From an optimization exercise on the open Yosys and OpenROAD flow, aimed at small area and a short achievable clock period; shortcuts taken in it are not production practice. Where RTL was checked, it was by simulation tests only, not by an equivalence proof against the original. Power is estimated from default activity; no workload was simulated.

==> flow/design.v <==
`timescale 1ns / 1ps
module matriscarpici #(parameter M=8)(
    input clk,
    input rst,
    input [M-1:0] matris_veri,
    input matris_gecerli,
    output reg [2*M+1:0] carpim_veri,
    output reg carpim_gecerli
    );
    reg [4:0] n;           
    reg [1:0] k;           
    reg [M-1:0] d_r;       
    reg [M+1:0] t_r3;      
    reg [3:0] i_r;         
    reg t_r;               
    reg [M+3:0] p0l, p0h, p1l, p1h;  
    reg pv;                
    reg [M-1:0] s [0:7];   
    reg [2*M+1:0] f0, g0, f1, g1;  
    wire take = matris_gecerli && !n[4];
    wire shift_a = t_r && (!i_r[3] || i_r[0]);
    wire clr = !n[4] && !n[3];
    wire [M+1:0] r0 [0:3];
    wire [M+1:0] r1 [0:3];
    genvar q;
    generate
        for (q = 0; q < 4; q = q + 1) begin : rows
            wire [1:0] a0 = s[0][2*q+1:2*q];
            wire [1:0] a1 = s[4][2*q+1:2*q];
            assign r0[q] = a0[1] ? (a0[0] ? t_r3 : {1'b0, d_r, 1'b0}) : (a0[0] ? {2'b00, d_r} : {(M+2){1'b0}});
            assign r1[q] = a1[1] ? (a1[0] ? t_r3 : {1'b0, d_r, 1'b0}) : (a1[0] ? {2'b00, d_r} : {(M+2){1'b0}});
        end
    endgenerate
    wire [2*M+1:0] sum0 = f0 + p0l + {p0h, 4'd0};
    wire [2*M+1:0] sum1 = f1 + p1l + {p1h, 4'd0};
    wire out_sum = !rst && n[4] && !k[1] && pv;
    wire [2*M+1:0] out_held = (rst || !n[4]) ? {(2*M+2){1'b0}} :
                              k[1] ? f1 : g0;
    integer j;
    always @(posedge clk) begin
        d_r <= matris_veri;
        t_r3 <= {2'b00, matris_veri} + {1'b0, matris_veri, 1'b0};
        i_r <= n[3:0];
        t_r <= take && !rst;
        if (shift_a) begin
            for (j = 0; j < 7; j = j + 1)
                s[j] <= s[j+1];
            s[7] <= d_r;
        end
        p0l <= r0[0] + {r0[1], 2'b00};
        p0h <= r0[2] + {r0[3], 2'b00};
        p1l <= r1[0] + {r1[1], 2'b00};
        p1h <= r1[2] + {r1[3], 2'b00};
        pv <= t_r && i_r[3];
        if (clr || pv) begin
            f0 <= g0;
            f1 <= g1;
        end else if (n[4] && k == 2'd2) begin
            f1 <= g1;            
        end
        if (clr) begin
            g0 <= 0;
            g1 <= 0;
        end else if (pv) begin
            g0 <= sum0;
            g1 <= sum1;
        end
        carpim_veri <= out_sum ? sum0 : out_held;
        carpim_gecerli <= !rst && n[4];
        if (rst) begin
            n <= 0;
            k <= 0;
        end else if (n[4]) begin
            k <= k + 1;
            if (k == 2'd3)
                n <= 0;
        end else if (take) begin
            n <= n + 1;
        end
    end
endmodule
Settings: LEC_CHECK=0, ABC_AREA=1, CAP_MARGIN=20, CORE_MARGIN=2, CORE_UTILIZATION=65, CTS_CLUSTER_DIAMETER=150, CTS_CLUSTER_SIZE=30, SETUP_SLACK_MARGIN=5, SLEW_MARGIN=20; clock period 9.5 ns.
standard.sh (not shown) runs the stock make flow with config.mk's settings and CLKGATE_MAP_FILE= SYNTH_SCRIPT=/design/flow/synth_recipe.tcl, a recipe that flattens the netlist after the stock synthesis.
==> flow/flow/run.sh <==
#!/bin/bash
# Standard layout with extra ORFS make settings from flow/make_args.txt
# (repair-timing margin and similar); the full make output goes to standard.log.
args=$(cat flow/make_args.txt)
bash standard.sh $args finish > standard.log 2>&1
==> flow/flow/make_args.txt <==
SETUP_SLACK_MARGIN=6.5
The baseline ran to the end with no violations.
Change:
--- a/flow/design.v
+++ b/flow/design.v
@@ -10,16 +10,17 @@
     reg [4:0] n;           
     reg [1:0] k;           
     reg [M-1:0] d_r;       
     reg [M+1:0] t_r3;      
-    reg [3:0] i_r;         
     reg t_r;               
-    reg [M+3:0] p0l, p0h, p1l, p1h;  
+    reg [2*M-1:0] p0, p1;  
     reg pv;                
     reg [M-1:0] s [0:7];   
     reg [2*M+1:0] f0, g0, f1, g1;  
     wire take = matris_gecerli && !n[4];
-    wire shift_a = t_r && (!i_r[3] || i_r[0]);
+    wire a_r = t_r && (n[4:3] == 2'b00 || n == 5'd8);   
+    wire b_r = t_r && !a_r;                              
+    wire shift_a = a_r || (b_r && !n[0]);                
     wire clr = !n[4] && !n[3];
     wire [M+1:0] r0 [0:3];
     wire [M+1:0] r1 [0:3];
     genvar q;
@@ -30,29 +31,26 @@
             assign r0[q] = a0[1] ? (a0[0] ? t_r3 : {1'b0, d_r, 1'b0}) : (a0[0] ? {2'b00, d_r} : {(M+2){1'b0}});
             assign r1[q] = a1[1] ? (a1[0] ? t_r3 : {1'b0, d_r, 1'b0}) : (a1[0] ? {2'b00, d_r} : {(M+2){1'b0}});
         end
     endgenerate
-    wire [2*M+1:0] sum0 = f0 + p0l + {p0h, 4'd0};
-    wire [2*M+1:0] sum1 = f1 + p1l + {p1h, 4'd0};
+    wire [2*M+1:0] sum0 = f0 + p0;
+    wire [2*M+1:0] sum1 = f1 + p1;
     wire out_sum = !rst && n[4] && !k[1] && pv;
     wire [2*M+1:0] out_held = (rst || !n[4]) ? {(2*M+2){1'b0}} :
                               k[1] ? f1 : g0;
     integer j;
     always @(posedge clk) begin
         d_r <= matris_veri;
         t_r3 <= {2'b00, matris_veri} + {1'b0, matris_veri, 1'b0};
-        i_r <= n[3:0];
         t_r <= take && !rst;
         if (shift_a) begin
             for (j = 0; j < 7; j = j + 1)
                 s[j] <= s[j+1];
             s[7] <= d_r;
         end
-        p0l <= r0[0] + {r0[1], 2'b00};
-        p0h <= r0[2] + {r0[3], 2'b00};
-        p1l <= r1[0] + {r1[1], 2'b00};
-        p1h <= r1[2] + {r1[3], 2'b00};
-        pv <= t_r && i_r[3];
+        p0 <= r0[0] + {r0[1], 2'b00} + {r0[2], 4'b0000} + {r0[3], 6'b000000};
+        p1 <= r1[0] + {r1[1], 2'b00} + {r1[2], 4'b0000} + {r1[3], 6'b000000};
+        pv <= b_r;
         if (clr || pv) begin
             f0 <= g0;
             f1 <= g1;
         end else if (n[4] && k == 2'd2) begin
Critical path depth went up by 13.
Worst setup slack got worse by 0.28 ns.
Cell count went up by 1.5%.
Routed wire length went up by 16%.
Die area went down by 3.6%.
Via count went up by 6.3%.
Power went up by 7.4%.
Function not checked in the second run of this note: the RTL went through the layout flow alone.


run a:
// matriscarpici: RTL as listed in full above, without the edits since
clock: 9.5 ns
lec_check: 0
cap_margin: 20
core_margin: 2
core_utilization: 65
cts_cluster_diameter: 150
cts_cluster_size: 30
setup_slack_margin: 5
slew_margin: 20
Scripts as last shown in full above: flow/flow/run.sh, flow/flow/make_args.txt
diff inputs: run a => run b
==> flow/design.v <==
`timescale 1ns / 1ps
module matriscarpici #(parameter M=8)(
    input clk,
    input rst,
    input [M-1:0] matris_veri,
    input matris_gecerli,
    output reg [2*M+1:0] carpim_veri,
    output reg carpim_gecerli
    );
    reg [4:0] n;           
    reg [1:0] k;           
    reg [M-1:0] d0_r, d1_r;  
    reg [M+1:0] t_r3;      
    reg [3:0] i_r;         
    reg t_r;               
    reg [M+3:0] p0l, p0h, p1l, p1h;  
    reg pv;                
    reg [M-1:0] s [0:7];   
    reg [2*M+1:0] f0, g0, f1, g1;  
    wire take = matris_gecerli && !n[4];
    wire shift_a = t_r && (!i_r[3] || i_r[0]);
    wire clr = !n[4] && !n[3];
    wire [M+1:0] r0 [0:3];
    wire [M+1:0] r1 [0:3];
    genvar q;
    generate
        for (q = 0; q < 4; q = q + 1) begin : rows
            wire [1:0] a0 = s[0][2*q+1:2*q];
            wire [1:0] a1 = s[4][2*q+1:2*q];
            assign r0[q] = a0[1] ? (a0[0] ? t_r3 : {1'b0, d0_r, 1'b0}) : (a0[0] ? {2'b00, d0_r} : {(M+2){1'b0}});
            assign r1[q] = a1[1] ? (a1[0] ? t_r3 : {1'b0, d1_r, 1'b0}) : (a1[0] ? {2'b00, d1_r} : {(M+2){1'b0}});
        end
    endgenerate
    wire [2*M+1:0] sum0 = f0 + p0l + {p0h, 4'd0};
    wire [2*M+1:0] sum1 = f1 + p1l + {p1h, 4'd0};
    wire out_sum = !rst && n[4] && !k[1] && pv;
    wire [2*M+1:0] out_held = (rst || !n[4]) ? {(2*M+2){1'b0}} :
                              k[1] ? (k[0] ? g1 : f1) : g0;
    integer j;
    always @(posedge clk) begin
        d0_r <= matris_veri;
        d1_r <= matris_veri;
        t_r3 <= {2'b00, matris_veri} + {1'b0, matris_veri, 1'b0};
        i_r <= n[3:0];
        t_r <= take && !rst;
        if (shift_a) begin
            for (j = 0; j < 7; j = j + 1)
                s[j] <= s[j+1];
            s[7] <= d0_r;
        end
        p0l <= r0[0] + {r0[1], 2'b00};
        p0h <= r0[2] + {r0[3], 2'b00};
        p1l <= r1[0] + {r1[1], 2'b00};
        p1h <= r1[2] + {r1[3], 2'b00};
        pv <= t_r && i_r[3];
        if (clr) begin
            f0 <= 0;
            g0 <= 0;
            f1 <= 0;
            g1 <= 0;
        end else if (pv) begin
            f0 <= g0;
            g0 <= sum0;
            f1 <= g1;
            g1 <= sum1;
        end
        carpim_veri <= out_sum ? sum0 : out_held;
        carpim_gecerli <= !rst && n[4];
        if (rst) begin
            n <= 0;
            k <= 0;
        end else if (n[4]) begin
            k <= k + 1;
            if (k == 2'd3)
                n <= 0;
        end else if (take) begin
            n <= n + 1;
        end
    end
endmodule
Findings:
- NOTE: power in run b falls short of that of run a
- Compared with run a, in run b signed area change from the synthesized netlist to the final layout dropped 1.2 points; sequential share of layout area dropped 3.4 points; transition time at the pin with the least slew margin dropped 100 ps; wire length of the first global-routing pass dropped 2100 microns.
- The run showing the smaller sequential cell area fraction in the yosys report is run b.
- Run a → run b: worst setup slack before clock tree synthesis went up by 23 ps; area of the die went up by 560 sq um; post-synthesis compound-gate area fraction went down by 0.76 points; inverter count of the layout excluding clock inverters went down by 20%.


RTL: one of the versions met above, not the one the previous note started from.
Size: roughly 1300 cells after synthesis, about 30 I/O pins, about 12000 sq um of cells after synthesis.
==> module matriscarpici, before the edit <==
module matriscarpici #(parameter M=8)(
    input clk,
    input rst,
    input [M-1:0] matris_veri,
    input matris_gecerli,
    output reg [2*M+1:0] carpim_veri,
    output reg carpim_gecerli
    );
    reg [4:0] n;           
    reg [1:0] k;           
    reg [M-1:0] d_r;       
    reg [M+1:0] t_r3;      
    reg t_r;               
    reg [2*M-1:0] p0, p1;  
    reg pv;                
    reg [M-1:0] s [0:7];   
    reg [2*M+1:0] f0, g0, f1, g1;  
    wire take = matris_gecerli && !n[4];
    wire a_r = t_r && (n[4:3] == 2'b00 || n == 5'd8);   
    wire b_r = t_r && !a_r;                              
    wire shift_a = a_r || (b_r && !n[0]);                
    wire clr = !n[4] && !n[3];
    wire [M+1:0] r0 [0:3];
    wire [M+1:0] r1 [0:3];
    genvar q;
    generate
        for (q = 0; q < 4; q = q + 1) begin : rows
            wire [1:0] a0 = s[0][2*q+1:2*q];
            wire [1:0] a1 = s[4][2*q+1:2*q];
            assign r0[q] = a0[1] ? (a0[0] ? t_r3 : {1'b0, d_r, 1'b0}) : (a0[0] ? {2'b00, d_r} : {(M+2){1'b0}});
            assign r1[q] = a1[1] ? (a1[0] ? t_r3 : {1'b0, d_r, 1'b0}) : (a1[0] ? {2'b00, d_r} : {(M+2){1'b0}});
        end
    endgenerate
    wire [2*M+1:0] sum0 = f0 + p0;
    wire [2*M+1:0] sum1 = f1 + p1;
    wire out_sum = !rst && n[4] && !k[1] && pv;
    wire [2*M+1:0] out_held = (rst || !n[4]) ? {(2*M+2){1'b0}} :
                              k[1] ? f1 : g0;
    integer j;
    always @(posedge clk) begin
        d_r <= matris_veri;
        t_r3 <= {2'b00, matris_veri} + {1'b0, matris_veri, 1'b0};
        t_r <= take && !rst;
        if (shift_a) begin
            for (j = 0; j < 7; j = j + 1)
                s[j] <= s[j+1];
            s[7] <= d_r;
        end
        p0 <= r0[0] + {r0[1], 2'b00} + {r0[2], 4'b0000} + {r0[3], 6'b000000};
        p1 <= r1[0] + {r1[1], 2'b00} + {r1[2], 4'b0000} + {r1[3], 6'b000000};
        pv <= b_r;
        if (clr || pv) begin
            f0 <= g0;
            f1 <= g1;
        end else if (n[4] && k == 2'd2) begin
            f1 <= g1;            
        end
        if (clr) begin
            g0 <= 0;
            g1 <= 0;
        end else if (pv) begin
            g0 <= sum0;
            g1 <= sum1;
        end
        carpim_veri <= out_sum ? sum0 : out_held;
        carpim_gecerli <= !rst && n[4];
        if (rst) begin
            n <= 0;
            k <= 0;
        end else if (n[4]) begin
            k <= k + 1;
            if (k == 2'd3)
                n <= 0;
        end else if (take) begin
            n <= n + 1;
        end
    end
endmodule
export LEC_CHECK = 0
export ABC_AREA = 1
export CAP_MARGIN = 20
export CORE_MARGIN = 2
export CORE_UTILIZATION = 65
export CTS_CLUSTER_DIAMETER = 150
export CTS_CLUSTER_SIZE = 30
export SETUP_SLACK_MARGIN = 5
export SLEW_MARGIN = 20
create_clock -name core_clock -period 9.5 [get_ports {clk}]
==> flow/flow/make_args.txt <==
SETUP_SLACK_MARGIN=6.7
Scripts as last shown in full above: flow/flow/run.sh
Change:
==> flow/design.v (replaced) <==
`timescale 1ns / 1ps
module matriscarpici #(parameter M=8)(
    input clk,
    input rst,
    input [M-1:0] matris_veri,
    input matris_gecerli,
    output reg [2*M+1:0] carpim_veri,
    output reg carpim_gecerli
    );
    reg [4:0] n;           
    reg [M-1:0] d_r;       
    reg [M+1:0] t_r3;      
    reg t_r;               
    reg [M+3:0] p0l, p0h, p1l, p1h;  
    reg pv;                
    reg [M-1:0] s [0:7];   
    reg [2*M+1:0] f0, g0, f1, g1;  
    wire take = matris_gecerli && !n[4];
    wire a_r = t_r && (n[4:3] == 2'b00 || n == 5'd8);   
    wire b_r = t_r && !a_r;                              
    wire shift_a = a_r || (b_r && !n[0]);                
    wire clr = !n[4] && !n[3];
    wire [M+1:0] r0 [0:3];
    wire [M+1:0] r1 [0:3];
    genvar q;
    generate
        for (q = 0; q < 4; q = q + 1) begin : rows
            wire [1:0] a0 = s[0][2*q+1:2*q];
            wire [1:0] a1 = s[4][2*q+1:2*q];
            assign r0[q] = a0[1] ? (a0[0] ? t_r3 : {1'b0, d_r, 1'b0}) : (a0[0] ? {2'b00, d_r} : {(M+2){1'b0}});
            assign r1[q] = a1[1] ? (a1[0] ? t_r3 : {1'b0, d_r, 1'b0}) : (a1[0] ? {2'b00, d_r} : {(M+2){1'b0}});
        end
    endgenerate
    wire [2*M+1:0] sum0 = f0 + p0l + {p0h, 4'd0};
    wire [2*M+1:0] sum1 = f1 + p1l + {p1h, 4'd0};
    wire out_sum = !rst && n[4] && !n[1] && pv;
    wire [2*M+1:0] out_held = (rst || !n[4]) ? {(2*M+2){1'b0}} :
                              n[1] ? f1 : g0;
    integer j;
    always @(posedge clk) begin
        d_r <= matris_veri;
        t_r3 <= {2'b00, matris_veri} + {1'b0, matris_veri, 1'b0};
        t_r <= take && !rst;
        if (shift_a) begin
            for (j = 0; j < 7; j = j + 1)
                s[j] <= s[j+1];
            s[7] <= d_r;
        end
        p0l <= r0[0] + {r0[1], 2'b00};
        p0h <= r0[2] + {r0[3], 2'b00};
        p1l <= r1[0] + {r1[1], 2'b00};
        p1h <= r1[2] + {r1[3], 2'b00};
        pv <= b_r;
        if (clr || pv) begin
            f0 <= g0;
            f1 <= g1;
        end else if (n[4] && n[1:0] == 2'd2) begin
            f1 <= g1;            
        end
        if (clr) begin
            g0 <= 0;
            g1 <= 0;
        end else if (pv) begin
            g0 <= sum0;
            g1 <= sum1;
        end
        carpim_veri <= out_sum ? sum0 : out_held;
        carpim_gecerli <= !rst && n[4];
        if (rst || n == 5'd19)
            n <= 0;
        else if (n[4] || take)
            n <= n + 1;
    end
endmodule
Result:
- The new run finished clean
- routed wire length went down by 12%
- clock-buffer cell count does not change
- die area went up by 2.5%
- synthesized cell count went up by 3.1%
- utilization went down by 7.1 points
- worst hold slack improves by 0.031 ns
- total power went down by 5.7%
- worst setup slack improves by 0.41 ns
- via count went down by 5.4%
For the first run of this note, only the layout was checked, not whether the RTL still works.

[afterwards: timing with drivers on the ports]
Ports are ideal in the flow. The routed layouts listed here were re-timed in OpenROAD.
Step 1, drivers: a clkbuf_16 drives clk and a buf_2 each remaining input, both assumed.
Step 2 moves the port delays by t, midway between the first and last clock arrival at a register: inputs arrive t later, outputs are due t later. That takes back most of the time a late clock gives input paths.
Three values: no drivers, after step 1, after step 2; two values: the first two.
run	shift t [ns]	setup WS [ns]	worst hold slack (ns)
the first run of note 1	0.516	6.529 / 6.480 / 6.088	0.389 / 0.389 / 0.389
the second run of note 1	0.511	6.246 / 6.246 / 6.061	0.416 / 0.416 / 0.416
run a	0.514	6.519 / 6.475 / 6.091	0.417 / 0.417 / 0.417
run b	0.510	6.534 / 6.490 / 6.051	0.427 / 0.427 / 0.427
the first run of note 3	0.510	6.242 / 6.242 / 6.216	0.386 / 0.386 / 0.386
the second run of note 3	0.512	6.647 / 6.602 / 6.301	0.417 / 0.417 / 0.417
After both steps setup and hold are still met in every run listed. For run b, which loses most, drivers alone change the setup slack by -0.044 ns; drivers and shift together by -0.483 ns.
